This is an optimization exercise on Yosys and OpenROAD, whose aim is small area, not a production implementation. Function was checked by simulation only, so behaviour that the tests miss may differ from the original. Power is estimated from default activity; no workload was simulated.

[design/flow/run.sh]
#!/bin/bash
# synth_recipe.tcl (not shown) runs the flow's synth.tcl, then flattens the netlist and writes it again
# the make line also repeats each setting of config.mk as NAME=value (left out here)
make -C /OpenROAD-flow-scripts/flow DESIGN_CONFIG=/design/flow/config.mk WORK_HOME=/design/flow/orfs CLKGATE_MAP_FILE= SYNTH_SCRIPT=/design/flow/synth_recipe.tcl finish
[design/flow/config.mk]
export PLATFORM = sky130hd
export DESIGN_NAME = alu_top
export DESIGN_NICKNAME = alu_top
export VERILOG_FILES = /design/flow/design.v
export SDC_FILE = /design/flow/constraint.sdc
export NUM_CORES = 4
export LEC_CHECK = 0
export CAP_MARGIN = 20
export CORE_MARGIN = 2
export CORE_UTILIZATION = 40
export SLEW_MARGIN = 20
export SYNTH_HIERARCHICAL = 1
export SYNTH_MINIMUM_KEEP_SIZE = 0
[design/flow/constraint.sdc]
create_clock -name core_clock -period 8.0 [get_ports {clk}]
set_input_delay 1.6000 -clock core_clock [delete_from_list [all_inputs] [get_ports {clk}]]
set_output_delay 1.6000 -clock core_clock [all_outputs]
set_load 0.01 [all_outputs]
[design/flow/design.v]
`timescale 1ns / 1ns
module alu_top(clk, a, b, s, result, zero);
input clk;
input [15:0] a, b;
input [3:0] s;
output reg [15:0] result;
output reg zero;
reg [15:0] a_q, b_q;
reg [3:0] s_q;
wire [15:0] alu_result;
wire alu_zero;
always @(posedge clk) begin
    a_q <= a;
    b_q <= b;
    s_q <= s;
    result <= alu_result;
    zero <= alu_zero;
end
alu u_alu(.a(a_q), .b(b_q), .s(s_q), .result(alu_result), .zero_detection(alu_zero));
endmodule

`timescale 1ns / 1ns
module three_to_one_mux(d0,d1,d2,s,y);
input [15:0] d0, d1, d2;
input [1:0] s;
output [15:0] y;
reg [15:0] y;
always@(d0 or d1 or d2 or s)
begin
case(s)
      2'b00  : y = d0;
      2'b01  : y = d1;
      2'b10  : y = d2;
      default : y = d0; 
endcase
end
endmodule
module rotate_right(n, value, result);
	input [15:0] n, value;
	output reg [15:0] result;
	reg [15:0] temp, temp2;
	always@(*)
	begin
		temp = 16'd0;
		temp2 = 16'd0;
		case(n[3:0])
			0:
				begin
				result = value;
				end
			1:
				begin
				temp = { {15 - 1 + 1{1'b0}}, value[1 - 1: 0] };
				temp2 = value >> 1;
				result = {temp[1 - 1: 0] , temp2[15 - 1: 0]};
				end
			2:
				begin
				temp = { {15 - 2 + 1{1'b0}}, value[2 - 1: 0] };
				temp2 = value >> 2;
				result = {temp[2 - 1: 0] , temp2[15 - 2: 0]};
				end
			3:
				begin
				temp = { {15 - 3 + 1{1'b0}}, value[3 - 1: 0] };
				temp2 = value >> 3;
				result = {temp[3 - 1: 0] , temp2[15 - 3: 0]};
				end
			4:
				begin
				temp = { {15 - 4 + 1{1'b0}}, value[4 - 1: 0] };
				temp2 = value >> 4;
				result = {temp[4 - 1: 0] , temp2[15 - 4: 0]};
				end
			5:
				begin
				temp = { {15 - 5 + 1{1'b0}}, value[5 - 1: 0] };
				temp2 = value >> 5;
				result = {temp[5 - 1: 0] , temp2[15 - 5: 0]};
				end
			6:
				begin
				temp = { {15 - 6 + 1{1'b0}}, value[6 - 1: 0] };
				temp2 = value >> 6;
				result = {temp[6 - 1: 0] , temp2[15 - 6: 0]};
				end
			7:
				begin
				temp = { {15 - 7 + 1{1'b0}}, value[7 - 1: 0] };
				temp2 = value >> 7;
				result = {temp[7 - 1: 0] , temp2[15 - 7: 0]};
				end
			8:
				begin
				temp = { {15 - 8 + 1{1'b0}}, value[8 - 1: 0] };
				temp2 = value >> 8;
				result = {temp[8 - 1: 0] , temp2[15 - 8: 0]};
				end
			9:
				begin
				temp = { {15 - 9 + 1{1'b0}}, value[9 - 1: 0] };
				temp2 = value >> 9;
				result = {temp[9 - 1: 0] , temp2[15 - 9: 0]};
				end
			10:
				begin
				temp = { {15 - 10 + 1{1'b0}}, value[10 - 1: 0] };
				temp2 = value >> 10;
				result = {temp[10 - 1: 0] , temp2[15 - 10: 0]};
				end
			11:
				begin
				temp = { {15 - 11 + 1{1'b0}}, value[11 - 1: 0] };
				temp2 = value >> 11;
				result = {temp[11 - 1: 0] , temp2[15 - 11: 0]};
				end
			12:
				begin
				temp = { {15 - 12 + 1{1'b0}}, value[12 - 1: 0] };
				temp2 = value >> 12;
				result = {temp[12 - 1: 0] , temp2[15 - 12: 0]};
				end
			13:
				begin
				temp = { {15 - 13 + 1{1'b0}}, value[13 - 1: 0] };
				temp2 = value >> 13;
				result = {temp[13 - 1: 0] , temp2[15 - 13: 0]};
				end
			14:
				begin
				temp = { {15 - 14 + 1{1'b0}}, value[14 - 1: 0] };
				temp2 = value >> 14;
				result = {temp[14 - 1: 0] , temp2[15 - 14: 0]};
				end
			15:
				begin
				temp = { {15 - 15 + 1{1'b0}}, value[15 - 1: 0] };
				temp2 = value >> 15;
				result = {temp[15 - 1: 0] , temp2[15 - 15: 0]};
				end
		endcase
	end
endmodule
module rotate_left(n, value, result);
	input [15:0] n, value;
	output reg [15:0] result;
	reg [15:0] temp, temp2;
	always@(*)
	begin
		temp = 16'd0;
		temp2 = 16'd0;
		case(n[3:0])
			0:
				begin
				result = value;
				end
			1:
				begin
				temp = { {15 - 1 + 1{1'b0}}, value[15:15 - 1 + 1] };
				temp2 = value << 1;
				result = {temp2[15:1] , temp[1 - 1:0]};
				end
			2:
				begin
				temp = { {15 - 2 + 1{1'b0}}, value[15:15 - 2 + 1] };
				temp2 = value << 2;
				result = {temp2[15:2] , temp[2 - 1:0]};
				end
			3:
				begin
				temp = { {15 - 3 + 1{1'b0}}, value[15:15 - 3 + 1] };
				temp2 = value << 3;
				result = {temp2[15:3] , temp[3 - 1:0]};
				end
			4:
				begin
				temp = { {15 - 4 + 1{1'b0}}, value[15:15 - 4 + 1] };
				temp2 = value << 4;
				result = {temp2[15:4] , temp[4 - 1:0]};
				end
			5:
				begin
				temp = { {15 - 5 + 1{1'b0}}, value[15:15 - 5 + 1] };
				temp2 = value << 5;
				result = {temp2[15:5] , temp[5 - 1:0]};
				end
			6:
				begin
				temp = { {15 - 6 + 1{1'b0}}, value[15:15 - 6 + 1] };
				temp2 = value << 6;
				result = {temp2[15:6] , temp[6 - 1:0]};
				end
			7:
				begin
				temp = { {15 - 7 + 1{1'b0}}, value[15:15 - 7 + 1] };
				temp2 = value << 7;
				result = {temp2[15:7] , temp[7 - 1:0]};
				end
			8:
				begin
				temp = { {15 - 8 + 1{1'b0}}, value[15:15 - 8 + 1] };
				temp2 = value << 8;
				result = {temp2[15:8] , temp[8 - 1:0]};
				end
			9:
				begin
				temp = { {15 - 9 + 1{1'b0}}, value[15:15 - 9 + 1] };
				temp2 = value << 9;
				result = {temp2[15:9] , temp[9 - 1:0]};
				end
			10:
				begin
				temp = { {15 - 10 + 1{1'b0}}, value[15:15 - 10 + 1] };
				temp2 = value << 10;
				result = {temp2[15:10] , temp[10 - 1:0]};
				end
			11:
				begin
				temp = { {15 - 11 + 1{1'b0}}, value[15:15 - 11 + 1] };
				temp2 = value << 11;
				result = {temp2[15:11] , temp[11 - 1:0]};
				end
			12:
				begin
				temp = { {15 - 12 + 1{1'b0}}, value[15:15 - 12 + 1] };
				temp2 = value << 12;
				result = {temp2[15:12] , temp[12 - 1:0]};
				end
			13:
				begin
				temp = { {15 - 13 + 1{1'b0}}, value[15:15 - 13 + 1] };
				temp2 = value << 13;
				result = {temp2[15:13] , temp[13 - 1:0]};
				end
			14:
				begin
				temp = { {15 - 14 + 1{1'b0}}, value[15:15 - 14 + 1] };
				temp2 = value << 14;
				result = {temp2[15:14] , temp[14 - 1:0]};
				end
			15:
				begin
				temp = { {15 - 15 + 1{1'b0}}, value[15:15 - 15 + 1] };
				temp2 = value << 15;
				result = {temp2[15:15] , temp[15 - 1:0]};
				end
		endcase
	end
endmodule
`timescale 1ns / 1ns
module alu(a, b, s, result, zero_detection);
  input [15:0] a, b;
  input [3:0] s;
  output [15:0] result;
  output zero_detection;
  wire op_add = (s == 4'b1111);
  wire op_sub = (s == 4'b1110);
  wire op_and = (s == 4'b1101);
  wire op_or  = (s == 4'b1100);
  wire op_mul = (s == 4'b0001);
  wire op_shl = (s == 4'b1010);
  wire op_shr = (s == 4'b1011);
  wire op_lt  = (s == 4'b1000);
  wire op_gt  = (s == 4'b1001);
  wire [15:0] a_rev = {a[0], a[1], a[2], a[3], a[4], a[5], a[6], a[7],
                       a[8], a[9], a[10], a[11], a[12], a[13], a[14], a[15]};
  wire [15:0] x = op_shr ? a_rev : op_and ? (a & b) : op_or ? (a | b) : a;
  wire b_small = (b[15:4] == 12'd0);
  wire [15:0] onehot = (op_shl | op_shr) & b_small ? (16'd1 << b[3:0]) : 16'd0;
  wire [15:0] y = op_mul ? b : (onehot | {15'd0, op_and | op_or});
  wire [255:0] pp;
  genvar gi, gj;
  generate
    for (gi = 0; gi < 16; gi = gi + 1) begin : g_pp_i
      for (gj = 0; gj < 16; gj = gj + 1) begin : g_pp_j
        assign pp[gi*16+gj] = x[gi] & y[gj];
      end
    end
  endgenerate
  wire hs0, hc1;
  alu_ha u_hs0(.a(pp[16]), .b(pp[1]), .s(hs0), .co(hc1));
  wire fs2, fc3;
  alu_fa u_fs2(.a(pp[17]), .b(pp[2]), .c(pp[32]), .s(fs2), .co(fc3));
  wire hs4, hc5;
  alu_ha u_hs4(.a(hc1), .b(fs2), .s(hs4), .co(hc5));
  wire fs6, fc7;
  alu_fa u_fs6(.a(pp[18]), .b(pp[33]), .c(pp[3]), .s(fs6), .co(fc7));
  wire fs8, fc9;
  alu_fa u_fs8(.a(pp[48]), .b(fc3), .c(fs6), .s(fs8), .co(fc9));
  wire hs10, hc11;
  alu_ha u_hs10(.a(hc5), .b(fs8), .s(hs10), .co(hc11));
  wire fs12, fc13;
  alu_fa u_fs12(.a(pp[19]), .b(pp[34]), .c(pp[49]), .s(fs12), .co(fc13));
  wire fs14, fc15;
  alu_fa u_fs14(.a(pp[4]), .b(pp[64]), .c(fc7), .s(fs14), .co(fc15));
  wire fs16, fc17;
  alu_fa u_fs16(.a(fs12), .b(fc9), .c(fs14), .s(fs16), .co(fc17));
  wire hs18, hc19;
  alu_ha u_hs18(.a(hc11), .b(fs16), .s(hs18), .co(hc19));
  wire fs20, fc21;
  alu_fa u_fs20(.a(pp[20]), .b(pp[35]), .c(pp[50]), .s(fs20), .co(fc21));
  wire fs22, fc23;
  alu_fa u_fs22(.a(pp[5]), .b(pp[65]), .c(pp[80]), .s(fs22), .co(fc23));
  wire fs24, fc25;
  alu_fa u_fs24(.a(fc13), .b(fs20), .c(fs22), .s(fs24), .co(fc25));
  wire fs26, fc27;
  alu_fa u_fs26(.a(fc15), .b(fs24), .c(fc17), .s(fs26), .co(fc27));
  wire hs28, hc29;
  alu_ha u_hs28(.a(hc19), .b(fs26), .s(hs28), .co(hc29));
  wire fs30, fc31;
  alu_fa u_fs30(.a(pp[21]), .b(pp[36]), .c(pp[51]), .s(fs30), .co(fc31));
  wire fs32, fc33;
  alu_fa u_fs32(.a(pp[66]), .b(pp[6]), .c(pp[81]), .s(fs32), .co(fc33));
  wire fs34, fc35;
  alu_fa u_fs34(.a(pp[96]), .b(fc21), .c(fc23), .s(fs34), .co(fc35));
  wire fs36, fc37;
  alu_fa u_fs36(.a(fs30), .b(fs32), .c(fc25), .s(fs36), .co(fc37));
  wire fs38, fc39;
  alu_fa u_fs38(.a(fs34), .b(fs36), .c(fc27), .s(fs38), .co(fc39));
  wire hs40, hc41;
  alu_ha u_hs40(.a(hc29), .b(fs38), .s(hs40), .co(hc41));
  wire fs42, fc43;
  alu_fa u_fs42(.a(pp[112]), .b(pp[22]), .c(pp[37]), .s(fs42), .co(fc43));
  wire fs44, fc45;
  alu_fa u_fs44(.a(pp[52]), .b(pp[67]), .c(pp[7]), .s(fs44), .co(fc45));
  wire fs46, fc47;
  alu_fa u_fs46(.a(pp[82]), .b(pp[97]), .c(fc31), .s(fs46), .co(fc47));
  wire fs48, fc49;
  alu_fa u_fs48(.a(fc33), .b(fs42), .c(fs44), .s(fs48), .co(fc49));
  wire fs50, fc51;
  alu_fa u_fs50(.a(fc35), .b(fs46), .c(fs48), .s(fs50), .co(fc51));
  wire fs52, fc53;
  alu_fa u_fs52(.a(fc37), .b(fs50), .c(fc39), .s(fs52), .co(fc53));
  wire hs54, hc55;
  alu_ha u_hs54(.a(hc41), .b(fs52), .s(hs54), .co(hc55));
  wire fs56, fc57;
  alu_fa u_fs56(.a(pp[113]), .b(pp[128]), .c(pp[23]), .s(fs56), .co(fc57));
  wire fs58, fc59;
  alu_fa u_fs58(.a(pp[38]), .b(pp[53]), .c(pp[68]), .s(fs58), .co(fc59));
  wire fs60, fc61;
  alu_fa u_fs60(.a(pp[83]), .b(pp[8]), .c(pp[98]), .s(fs60), .co(fc61));
  wire fs62, fc63;
  alu_fa u_fs62(.a(fc43), .b(fc45), .c(fs56), .s(fs62), .co(fc63));
  wire fs64, fc65;
  alu_fa u_fs64(.a(fs58), .b(fs60), .c(fc47), .s(fs64), .co(fc65));
  wire fs66, fc67;
  alu_fa u_fs66(.a(fc49), .b(fs62), .c(fs64), .s(fs66), .co(fc67));
  wire fs68, fc69;
  alu_fa u_fs68(.a(fc51), .b(fs66), .c(fc53), .s(fs68), .co(fc69));
  wire hs70, hc71;
  alu_ha u_hs70(.a(hc55), .b(fs68), .s(hs70), .co(hc71));
  wire fs72, fc73;
  alu_fa u_fs72(.a(pp[114]), .b(pp[129]), .c(pp[144]), .s(fs72), .co(fc73));
  wire fs74, fc75;
  alu_fa u_fs74(.a(pp[24]), .b(pp[39]), .c(pp[54]), .s(fs74), .co(fc75));
  wire fs76, fc77;
  alu_fa u_fs76(.a(pp[69]), .b(pp[84]), .c(pp[99]), .s(fs76), .co(fc77));
  wire fs78, fc79;
  alu_fa u_fs78(.a(pp[9]), .b(fc57), .c(fc59), .s(fs78), .co(fc79));
  wire fs80, fc81;
  alu_fa u_fs80(.a(fc61), .b(fs72), .c(fs74), .s(fs80), .co(fc81));
  wire fs82, fc83;
  alu_fa u_fs82(.a(fs76), .b(fc63), .c(fs78), .s(fs82), .co(fc83));
  wire fs84, fc85;
  alu_fa u_fs84(.a(fs80), .b(fc65), .c(fs82), .s(fs84), .co(fc85));
  wire fs86, fc87;
  alu_fa u_fs86(.a(fc67), .b(fs84), .c(fc69), .s(fs86), .co(fc87));
  wire hs88, hc89;
  alu_ha u_hs88(.a(hc71), .b(fs86), .s(hs88), .co(hc89));
  wire fs90, fc91;
  alu_fa u_fs90(.a(pp[100]), .b(pp[10]), .c(pp[115]), .s(fs90), .co(fc91));
  wire fs92, fc93;
  alu_fa u_fs92(.a(pp[130]), .b(pp[145]), .c(pp[160]), .s(fs92), .co(fc93));
  wire fs94, fc95;
  alu_fa u_fs94(.a(pp[25]), .b(pp[40]), .c(pp[55]), .s(fs94), .co(fc95));
  wire fs96, fc97;
  alu_fa u_fs96(.a(pp[70]), .b(pp[85]), .c(fc73), .s(fs96), .co(fc97));
  wire fs98, fc99;
  alu_fa u_fs98(.a(fc75), .b(fc77), .c(fs90), .s(fs98), .co(fc99));
  wire fs100, fc101;
  alu_fa u_fs100(.a(fs92), .b(fs94), .c(fc79), .s(fs100), .co(fc101));
  wire fs102, fc103;
  alu_fa u_fs102(.a(fc81), .b(fs96), .c(fs98), .s(fs102), .co(fc103));
  wire fs104, fc105;
  alu_fa u_fs104(.a(fc83), .b(fs100), .c(fs102), .s(fs104), .co(fc105));
  wire fs106, fc107;
  alu_fa u_fs106(.a(fc85), .b(fs104), .c(fc87), .s(fs106), .co(fc107));
  wire hs108, hc109;
  alu_ha u_hs108(.a(hc89), .b(fs106), .s(hs108), .co(hc109));
  wire fs110, fc111;
  alu_fa u_fs110(.a(pp[101]), .b(pp[116]), .c(pp[11]), .s(fs110), .co(fc111));
  wire fs112, fc113;
  alu_fa u_fs112(.a(pp[131]), .b(pp[146]), .c(pp[161]), .s(fs112), .co(fc113));
  wire fs114, fc115;
  alu_fa u_fs114(.a(pp[176]), .b(pp[26]), .c(pp[41]), .s(fs114), .co(fc115));
  wire fs116, fc117;
  alu_fa u_fs116(.a(pp[56]), .b(pp[71]), .c(pp[86]), .s(fs116), .co(fc117));
  wire fs118, fc119;
  alu_fa u_fs118(.a(fc91), .b(fc93), .c(fc95), .s(fs118), .co(fc119));
  wire fs120, fc121;
  alu_fa u_fs120(.a(fs110), .b(fs112), .c(fs114), .s(fs120), .co(fc121));
  wire fs122, fc123;
  alu_fa u_fs122(.a(fs116), .b(fc97), .c(fc99), .s(fs122), .co(fc123));
  wire fs124, fc125;
  alu_fa u_fs124(.a(fs118), .b(fs120), .c(fc101), .s(fs124), .co(fc125));
  wire fs126, fc127;
  alu_fa u_fs126(.a(fc103), .b(fs122), .c(fs124), .s(fs126), .co(fc127));
  wire fs128, fc129;
  alu_fa u_fs128(.a(fc105), .b(fs126), .c(fc107), .s(fs128), .co(fc129));
  wire hs130, hc131;
  alu_ha u_hs130(.a(hc109), .b(fs128), .s(hs130), .co(hc131));
  wire fs132, fc133;
  alu_fa u_fs132(.a(pp[102]), .b(pp[117]), .c(pp[12]), .s(fs132), .co(fc133));
  wire fs134, fc135;
  alu_fa u_fs134(.a(pp[132]), .b(pp[147]), .c(pp[162]), .s(fs134), .co(fc135));
  wire fs136, fc137;
  alu_fa u_fs136(.a(pp[177]), .b(pp[192]), .c(pp[27]), .s(fs136), .co(fc137));
  wire fs138, fc139;
  alu_fa u_fs138(.a(pp[42]), .b(pp[57]), .c(pp[72]), .s(fs138), .co(fc139));
  wire fs140, fc141;
  alu_fa u_fs140(.a(pp[87]), .b(fc111), .c(fc113), .s(fs140), .co(fc141));
  wire fs142, fc143;
  alu_fa u_fs142(.a(fc115), .b(fc117), .c(fs132), .s(fs142), .co(fc143));
  wire fs144, fc145;
  alu_fa u_fs144(.a(fs134), .b(fs136), .c(fs138), .s(fs144), .co(fc145));
  wire fs146, fc147;
  alu_fa u_fs146(.a(fc119), .b(fc121), .c(fs140), .s(fs146), .co(fc147));
  wire fs148, fc149;
  alu_fa u_fs148(.a(fs142), .b(fs144), .c(fc123), .s(fs148), .co(fc149));
  wire fs150, fc151;
  alu_fa u_fs150(.a(fs146), .b(fc125), .c(fs148), .s(fs150), .co(fc151));
  wire fs152, fc153;
  alu_fa u_fs152(.a(fc127), .b(fs150), .c(fc129), .s(fs152), .co(fc153));
  wire hs154, hc155;
  alu_ha u_hs154(.a(hc131), .b(fs152), .s(hs154), .co(hc155));
  wire fs156, fc157;
  alu_fa u_fs156(.a(pp[103]), .b(pp[118]), .c(pp[133]), .s(fs156), .co(fc157));
  wire fs158, fc159;
  alu_fa u_fs158(.a(pp[13]), .b(pp[148]), .c(pp[163]), .s(fs158), .co(fc159));
  wire fs160, fc161;
  alu_fa u_fs160(.a(pp[178]), .b(pp[193]), .c(pp[208]), .s(fs160), .co(fc161));
  wire fs162, fc163;
  alu_fa u_fs162(.a(pp[28]), .b(pp[43]), .c(pp[58]), .s(fs162), .co(fc163));
  wire fs164, fc165;
  alu_fa u_fs164(.a(pp[73]), .b(pp[88]), .c(fc133), .s(fs164), .co(fc165));
  wire fs166, fc167;
  alu_fa u_fs166(.a(fc135), .b(fc137), .c(fc139), .s(fs166), .co(fc167));
  wire fs168, fc169;
  alu_fa u_fs168(.a(fs156), .b(fs158), .c(fs160), .s(fs168), .co(fc169));
  wire fs170, fc171;
  alu_fa u_fs170(.a(fs162), .b(fc141), .c(fc143), .s(fs170), .co(fc171));
  wire fs172, fc173;
  alu_fa u_fs172(.a(fc145), .b(fs164), .c(fs166), .s(fs172), .co(fc173));
  wire fs174, fc175;
  alu_fa u_fs174(.a(fs168), .b(fc147), .c(fs170), .s(fs174), .co(fc175));
  wire fs176, fc177;
  alu_fa u_fs176(.a(fs172), .b(fc149), .c(fs174), .s(fs176), .co(fc177));
  wire fs178, fc179;
  alu_fa u_fs178(.a(fc151), .b(fs176), .c(fc153), .s(fs178), .co(fc179));
  wire hs180, hc181;
  alu_ha u_hs180(.a(hc155), .b(fs178), .s(hs180), .co(hc181));
  wire fs182, fc183;
  alu_fa u_fs182(.a(pp[104]), .b(pp[119]), .c(pp[134]), .s(fs182), .co(fc183));
  wire fs184, fc185;
  alu_fa u_fs184(.a(pp[149]), .b(pp[14]), .c(pp[164]), .s(fs184), .co(fc185));
  wire fs186, fc187;
  alu_fa u_fs186(.a(pp[179]), .b(pp[194]), .c(pp[209]), .s(fs186), .co(fc187));
  wire fs188, fc189;
  alu_fa u_fs188(.a(pp[224]), .b(pp[29]), .c(pp[44]), .s(fs188), .co(fc189));
  wire fs190, fc191;
  alu_fa u_fs190(.a(pp[59]), .b(pp[74]), .c(pp[89]), .s(fs190), .co(fc191));
  wire fs192, fc193;
  alu_fa u_fs192(.a(fc157), .b(fc159), .c(fc161), .s(fs192), .co(fc193));
  wire fs194, fc195;
  alu_fa u_fs194(.a(fc163), .b(fs182), .c(fs184), .s(fs194), .co(fc195));
  wire fs196, fc197;
  alu_fa u_fs196(.a(fs186), .b(fs188), .c(fs190), .s(fs196), .co(fc197));
  wire fs198, fc199;
  alu_fa u_fs198(.a(fc165), .b(fc167), .c(fc169), .s(fs198), .co(fc199));
  wire fs200, fc201;
  alu_fa u_fs200(.a(fs192), .b(fs194), .c(fs196), .s(fs200), .co(fc201));
  wire fs202, fc203;
  alu_fa u_fs202(.a(fc171), .b(fc173), .c(fs198), .s(fs202), .co(fc203));
  wire fs204, fc205;
  alu_fa u_fs204(.a(fs200), .b(fc175), .c(fs202), .s(fs204), .co(fc205));
  wire fs206, fc207;
  alu_fa u_fs206(.a(fc177), .b(fs204), .c(fc179), .s(fs206), .co(fc207));
  wire hs208, hc209;
  alu_ha u_hs208(.a(hc181), .b(fs206), .s(hs208), .co(hc209));
  wire xs210;
  assign xs210 = pp[105] ^ pp[120];
  wire xs211;
  assign xs211 = pp[135] ^ pp[150];
  wire xs212;
  assign xs212 = pp[15] ^ pp[165];
  wire xs213;
  assign xs213 = pp[180] ^ pp[195];
  wire xs214;
  assign xs214 = pp[210] ^ pp[225];
  wire xs215;
  assign xs215 = pp[240] ^ pp[30];
  wire xs216;
  assign xs216 = pp[45] ^ pp[60];
  wire xs217;
  assign xs217 = pp[75] ^ pp[90];
  wire xs218;
  assign xs218 = xs210 ^ xs211;
  wire xs219;
  assign xs219 = xs212 ^ xs213;
  wire xs220;
  assign xs220 = xs214 ^ xs215;
  wire xs221;
  assign xs221 = xs216 ^ xs217;
  wire xs222;
  assign xs222 = fc183 ^ fc185;
  wire xs223;
  assign xs223 = fc187 ^ fc189;
  wire xs224;
  assign xs224 = fc191 ^ xs218;
  wire xs225;
  assign xs225 = xs219 ^ xs220;
  wire xs226;
  assign xs226 = xs221 ^ xs222;
  wire xs227;
  assign xs227 = xs223 ^ xs224;
  wire xs228;
  assign xs228 = xs225 ^ fc193;
  wire xs229;
  assign xs229 = xs226 ^ fc195;
  wire xs230;
  assign xs230 = fc197 ^ xs227;
  wire xs231;
  assign xs231 = xs228 ^ xs229;
  wire xs232;
  assign xs232 = xs230 ^ fc199;
  wire xs233;
  assign xs233 = xs231 ^ fc201;
  wire xs234;
  assign xs234 = xs232 ^ xs233;
  wire xs235;
  assign xs235 = fc203 ^ xs234;
  wire xs236;
  assign xs236 = xs235 ^ fc205;
  wire xs237;
  assign xs237 = xs236 ^ fc207;
  wire xs238;
  assign xs238 = xs237 ^ hc209;
  wire [15:0] p = {xs238, hs208, hs180, hs154, hs130, hs108, hs88, hs70, hs54, hs40, hs28, hs18, hs10, hs4, hs0, pp[0]};
  wire [15:0] p_rev = {p[0], p[1], p[2], p[3], p[4], p[5], p[6], p[7],
                       p[8], p[9], p[10], p[11], p[12], p[13], p[14], p[15]};
  wire inv = op_sub | op_lt | op_gt;
  wire [15:0] bb = b ^ {16{inv}};
  wire [16:0] c;
  wire [15:0] sum;
  assign c[0] = op_sub | op_lt;
  generate
    for (gi = 0; gi < 16; gi = gi + 1) begin : g_add
      alu_fa u_fa(.a(a[gi]), .b(bb[gi]), .c(c[gi]), .s(sum[gi]), .co(c[gi+1]));
    end
  endgenerate
  wire cmp = c[16] ^ op_lt;
  wire sel_p = op_mul | op_shl | op_and | op_or;
  assign result = ({16{sel_p}} & p) | ({16{op_shr}} & p_rev) |
                  ({16{op_add | op_sub}} & sum) | {15'd0, (op_lt | op_gt) & cmp};
  assign zero_detection = (result == 16'd0);
endmodule
module alu_fa(a, b, c, s, co);
  input a, b, c;
  output s, co;
  assign s = a ^ b ^ c;
  assign co = (a & b) | (a & c) | (b & c);
endmodule
module alu_ha(a, b, s, co);
  input a, b;
  output s, co;
  assign s = a ^ b;
  assign co = a & b;
endmodule
==> notes.md <==
[routing by layer]
layer	track usage, %	vias up	wire length, microns	part of all wire [%]
li1	-	2039	-	-
met1	32.83	2318	6980	42
met2	38.98	259	7927	47
met3	4.387	34	1296	7.7
met4	8.866	0	520	3.1
met5	0	-	0	0
[cell usage in the layout, fill, tap and decap left out, types with 13 or more instances in the layout]
master	n
fa_2	14
inv_1	16
dfxtp_1	49
a222oi_1	22
ha_1	13
clkdlybuf4s50_1	53
fa_1	93
xnor2_1	40
buf_4	94
nor2_1	138
a21oi_1	14
[critical path: cells and delay by family, from the launching register on]
family | cells | cell delay [ns]
adder cells (fa/ha/maj) | 14 | 4.98
AND/OR/NAND/NOR | 2 | 0.16
flip-flops | 1 | 0.38
buffers and inverters | 2 | 0.35
XOR/XNOR | 8 | 1.39
AO/OA/AOI/OAI | 3 | 0.86
[where the power goes]
group          leakage, nW  switching (mW)  internal, mW
Combinational         2.83           0.146         0.145
Sequential           0.444          0.0165         0.284
Clock               0.0768          0.0982         0.125
[state kept, by name (all words and copies together), names as in the netlist]
| register | cells |
|---|---|
| result | 16 |
| s_q | 4 |
| b_q | 16 |
| a_q | 16 |
| zero | 1 |
[per-stage QoR]
step                      area [sq um]  cells
after global placement            6883    822
after CTS                         7094    833
after global routing              7133    834
after detailed placement          6883    822
after floorplan                   5562    533
final                             7133    834
[cells by family (layout without fill, tap and decap cells)]
group	after synthesis	in the layout	share of synthesized area, %
AND/OR/NAND/NOR	183	183	15.15
adder cells (fa/ha/maj)	121	121	42.51
AO/OA/AOI/OAI	78	78	11.34
flip-flops	53	53	19.46
buffers and inverters	51	176	3.718
XOR/XNOR	46	46	7.643
multiplexers	1	1	0.1836
[area by class of cell]
class	instances	area, sq um
clock buffers	6	138.9
clock inverters	2	13.76
fillers	1124	6162
inverters	16	60.06
multi-input cells	429	4332
flip-flops and latches	53	1074
well taps	176	220.2
repair buffers	152	1295
[modules after synthesis (local to each module, per instance)]
module   cell area [sq um]  flip-flops and latches  times used  cells inside
alu                   2073                       0           1           359
alu_fa               20.02                       0         107             1
alu_ha               12.51                       0          14             1
alu_top               1061                      53           1            53
[repair_timing]
| item | in CTS | in global routing |
|---|---|---|
| hold buffers | 0 | 0 |
| pin swaps | 7 | 5 |
| buffers inserted | 4 | 1 |
| gates resized for setup | 13 | 7 |
| endpoints found under the setup margin | 3 | 3 |
[final timing paths]
check,to,slack [ns],depth (start not counted)
worst max-delay path,zero,-0.25,29
worst min-delay path,result[15],0.78,4
worst max register to register,zero,-0.25,29
worst min register to register,result[15],0.78,4
==> results by group <==
Yosys
  • Top cells by area, synth: fa_1, dfxtp_1, nor2_1, xnor2_1, a222oi_1
  • Post-synthesis sequential area ratio: 19.46%
  • Post-synth EDFFs: 0
  • Area leader, netlist: fa_1
  • Ys Warns: 7
  • Async set or reset register ratio after synthesis: 0%
  • Syn nets: 691
  • Syn avg cell area: 10.23 sq um
  • Register bit total from synthesis: 53
  • Top-count cell post-synth: nor2_1
  • Prevailing post-synth register cell: dfxtp_1
  • Mapped Cells: 533
  • Netlist Area Pre-Place: 5451 sq um
  • Synth cell types: 43
  • Yosys top cell area share: 39.29%
  • Commonest cells in the netlist: nor2_1, fa_1, dfxtp_1

STA
  • Finish-stage setup viols: 3
  • Worst Max-Slew Pin Slew: 0.9494 ns
  • Final Hold Fails: 0
  • Unrepaired setup endpoints after global routing: true
  • Slew HR: 36.71%
  • Max-slew violation count: 0
  • Period Utilization, post-route: 103.1%
  • TNS Setup: -0.6040 ns
  • Hold slack: 0.7786 ns
  • Tmin final: 8.248 ns
  • Clock skew: 0.002709 ns
  • F_max: 121.2 MHz
  • Setup WS post-layout: -0.2475 ns

Worst setup path
  • Worst endpoint required time: 8.19 ns
  • Startpoint types: flip-flop
  • Worst path max stage delay: 0.46 ns
  • RR Startpoint: s_q[3]
  • Most frequent cell on the critical path: fa_2
  • Setup crit end kind: flip-flop
  • Critical Path AT: 8.44 ns
  • CP startpoint: s_q[3]
  • CP max FO: 5
  • CP max-delay cell: fa_1
  • Setup CP Type: reg2reg

Power and ir drop
  • Total power: 0.8148 mW
  • Peak VDD IR: 80.05 uV
  • Pwr/cell area: 114.2 nW/um^2
  • Leakage: 3.349 nW

Outcome
  • Outcome: failed layout checks
  • SO Viols: setup timing

Cells and area
  • Layout area overhead: 30.85%
  • Final design utilization: 53.65%
  • Final #Nets: 815
  • Ant. Diodes: 0
  • Layout cells sized above 1: 21.88%

Clock tree
  • Max clock buf depth: 2
  • H-tree Lvls: 2
  • CTS root buffer: clkbuf_16
  • Worst-path clk slew: 0.07 ns
  • CTS tree: built
  • Clock sink total: 53
  • CTS Buf Count: 5
  • Clock Latency Late Sink: 0.30 ns

Global routing
  • First-pass GRT wire length: 26870 microns
  • Antenna violations before repair: 0
  • Total gr overflow: 0
  • Largest net degree at the start of global routing: 17
  • GRT Total Usage: 24.24%
  • Vias in the first global route: 5061

Place
  • Place WS: -0.3951 ns
  • Port Buf Inserts: 53
  • Hpwl dp: 13700 microns
  • Gpl congestion: 0.9881

Route
  • Vias: 4650
  • Routed Antenna Nets: 0
  • Vias per cell: 5.576
  • Drt first-iter violations: 468
  • 1st-pass router iterations: 6
  • Routed wire length: 16730 microns
  • # DRC: 0
  • Avg WL per Cell: 20.05 microns

Min path
  • HP Class: reg2reg
  • Critical hold path startpoint: a_q[15]

Floorplan
  • Die Y: 120.7 microns
  • CORE AREA: 13300 sq um
  • Top-level I/O count: 54
  • Row count: 42
  • Die Span X: 120.7 microns
  • Initial Utilization: 41.00%
  • Die area: 14580 sq um

Job
  • Max_cap viols: 0

==> separate check: timing with driven ports <==
The flow's constraints put no driver on any port. The routed layout listed below was extracted and timed again, unchanged, in two steps. Step 1 (the two cells are an assumption about what drives the block):
set clk [get_ports {clk}]
set_driving_cell -lib_cell sky130_fd_sc_hd__clkbuf_16 $clk
set_driving_cell -lib_cell sky130_fd_sc_hd__buf_2 [delete_from_list [all_inputs] $clk]
Step 2 times the ports against the registers' clock, not the clock port: input delays grow and output delays shrink by t, the midpoint of the rising clock arrivals with the driver on. Slacks: no drivers / after step 1 / after step 2; pairs: no drivers / after step 1.
t (ns): 0.338
setup slack, ns: -0.248 / -0.248 / -0.248
hold slack, ns: 0.779 / 0.779 / 0.779
clock arrival spread, ns: 0.003 / 0.003
For this run, drivers alone change the setup slack by 0.000 ns; drivers and shift together by 0.000 ns.
